Context: an optimization exercise on an open-source flow, tuned for small area and few clock cycles per item. The choices shown serve that exercise and are no tape-out recipe.
At most, simulation tests tie the RTL to the original design; equivalence was not proved.

// md5_pipe
module md5_pipe (
    input          clk,
    input          rst_n,       
    input          in_valid,
    output         in_ready,
    input  [63:0]  msg,         
    output         out_valid,
    output [127:0] hash,        
    output [63:0]  out_msg      
);
Size in the first run: ~5,900 flip-flops, roughly 260 I/O pins.
export LEC_CHECK = 0
export CAP_MARGIN = 20
export CORE_MARGIN = 2
export CORE_UTILIZATION = 50
export CTS_BUF_LIST = sky130_fd_sc_hd__clkbuf_16
export CTS_CLUSTER_DIAMETER = 100
export CTS_CLUSTER_SIZE = 24
export GPL_TIMING_DRIVEN = 0
export SLEW_MARGIN = 20
create_clock -name core_clock -period 12.5 [get_ports {clk}]
standard.sh (not shown) runs the stock make flow with config.mk's settings and CLKGATE_MAP_FILE= SYNTH_SCRIPT=/design/flow/synth_recipe.tcl, a recipe that flattens the netlist after the stock synthesis.
==> flow/flow/run.sh <==
#!/bin/bash
# Own layout flow: the standard ORFS flow (standard.sh, all steps from
# synthesis to the final layout), with one change: synthesis maps the logic
# with the ABC script in flow/abc.script instead of ORFS's abc_speed.script.
# Yosys, register mapping, flattening and renaming are the standard flow's own
# (synth_recipe.tcl), so the registers are the standard synthesis's.
set -euo pipefail
W=$PWD
rm -rf "$W/scripts_mod"
cp -r "$FLOW_HOME/scripts" "$W/scripts_mod"
cp "$W/flow/abc.script" "$W/scripts_mod/abc_speed.script"
bash "$W/standard.sh" SCRIPTS_DIR="$W/scripts_mod" SYNTH_ARGS=-noabc ADDER_MAP_FILE= "CTS_ARGS=-sink_clustering_enable -repair_clock_nets -dont_use_dummy_load -buf_list sky130_fd_sc_hd__clkbuf_8 -sink_clustering_size 15 -sink_clustering_max_diameter 70" finish > "$W/orfs_make.log" 2>&1
==> flow/flow/abc.script <==
strash
dch
amap
buffer -c
topo
stime -c
upsize -c
dnsize -c
The baseline ran to the end with violations: setup timing.
Testbench counts at the start, summed over its fixed seeds: cycles 6,186, items 6,000.
Change:
--- a/flow/design.v
+++ b/flow/design.v
@@ -545,54 +545,43 @@
 wire [31:0] t63 = add32_io(s31_x63, f63);
 wire [31:0] hb = b63 + {t63[10:0], t63[31:11]} + 32'hefcdab89;
 wire [31:0] ha = s31_b61 + 32'h67452301;
 wire [31:0] hc = b63 + 32'h98badcfe;
 wire [31:0] hd = s31_b62 + 32'h10325476;
 assign hash = {{ha[7:0], ha[15:8], ha[23:16], ha[31:24]}, {hb[7:0], hb[15:8], hb[23:16], hb[31:24]}, {hc[7:0], hc[15:8], hc[23:16], hc[31:24]}, {hd[7:0], hd[15:8], hd[23:16], hd[31:24]}};
 assign out_msg = {{s31_m0[7:0], s31_m0[15:8], s31_m0[23:16], s31_m0[31:24]}, {s31_m1[7:0], s31_m1[15:8], s31_m1[23:16], s31_m1[31:24]}};
 assign out_valid = v[31];
 function [31:0] add32;    
     input [31:0] a, b;
-    reg [31:0] g, p;
-    reg [15:0] G, P, Gn, Pn;
-    reg [32:0] c;
+    reg [31:0] g, p, gn, pn;
     integer l, i;
     begin
         g = a & b; p = a ^ b;
-        for (i = 0; i < 16; i = i + 1) begin
-            G[i] = g[2*i+1] | (p[2*i+1] & g[2*i]);
-            P[i] = p[2*i+1] & p[2*i];
-        end
-        for (l = 0; l < 4; l = l + 1) begin
-            Gn = G; Pn = P;
-            for (i = 0; i < 16; i = i + 1)
+        for (l = 0; l < 5; l = l + 1) begin
+            gn = g; pn = p;
+            for (i = 0; i < 32; i = i + 1)
                 if (((i + 1) % (2 << l)) == 0) begin
-                    Gn[i] = G[i] | (P[i] & G[i - (1 << l)]);
-                    Pn[i] = P[i] & P[i - (1 << l)];
+                    gn[i] = g[i] | (p[i] & g[i - (1 << l)]);
+                    pn[i] = p[i] & p[i - (1 << l)];
                 end
-            G = Gn; P = Pn;
+            g = gn; p = pn;
         end
-        for (l = 2; l >= 0; l = l - 1) begin
-            Gn = G; Pn = P;
-            for (i = 0; i < 16; i = i + 1)
+        for (l = 3; l >= 0; l = l - 1) begin
+            gn = g; pn = p;
+            for (i = 0; i < 32; i = i + 1)
                 if (((i + 1) % (2 << l)) == (1 << l) && i >= (2 << l)) begin
-                    Gn[i] = G[i] | (P[i] & G[i - (1 << l)]);
-                    Pn[i] = P[i] & P[i - (1 << l)];
+                    gn[i] = g[i] | (p[i] & g[i - (1 << l)]);
+                    pn[i] = p[i] & p[i - (1 << l)];
                 end
-            G = Gn; P = Pn;
-        end
-        c[0] = 1'b0;
-        for (i = 0; i < 16; i = i + 1) begin
-            c[2*i+1] = g[2*i] | (p[2*i] & c[2*i]);
-            c[2*i+2] = G[i];
+            g = gn; p = pn;
         end
-        add32 = a ^ b ^ c[31:0];
+        add32 = a ^ b ^ {g[30:0], 1'b0};
     end
 endfunction
 function [31:0] add32_io;    
     input [31:0] a, b;
     reg [31:0] g, p, gn, pn;
     integer l, i, j;
     begin
         g = a & b; p = a ^ b;
         for (l = 0; l < 5; l = l + 1) begin
             gn = g; pn = p;
The changed run finished but fails on setup timing.
Core utilization goes up by 0.48 points.
Count of clock-buffer cells in the layout climbs by 3.
Die area hardly moves.
Worst setup slack loses 93 ps.
Register-to-register slack loses 100 ps.
Via count is about the same.
For the second run of this note, only the layout was checked, not whether the RTL still works.

[afterwards: timing with drivers on the ports]
Ports are ideal in the flow. The routed layouts listed here were re-timed in OpenROAD.
Step 1, drivers: a clkbuf_16 drives clk and a buf_2 each remaining input, both assumed.
Step 2 times the ports against the registers' clock, not the clock port: input delays grow and output delays shrink by t, the midpoint of the rising clock arrivals with the driver on.
a / b / c = ideal ports / drivers / drivers and shift; a / b = the first two.
run | t, ns | setup WS [ns] | hold slack, ns | worst data-port slew with drivers (ns)
the first run | 1.372 | -0.015 / -0.164 / -0.418 | 0.239 / 0.239 / 0.239 | 0.18
the second run | 1.370 | -0.107 / -0.246 / -0.591 | 0.226 / 0.226 / 0.226 | 0.04
The setup slack of the second run, which loses most, moves by -0.139 ns with the drivers and by -0.484 ns with both steps.
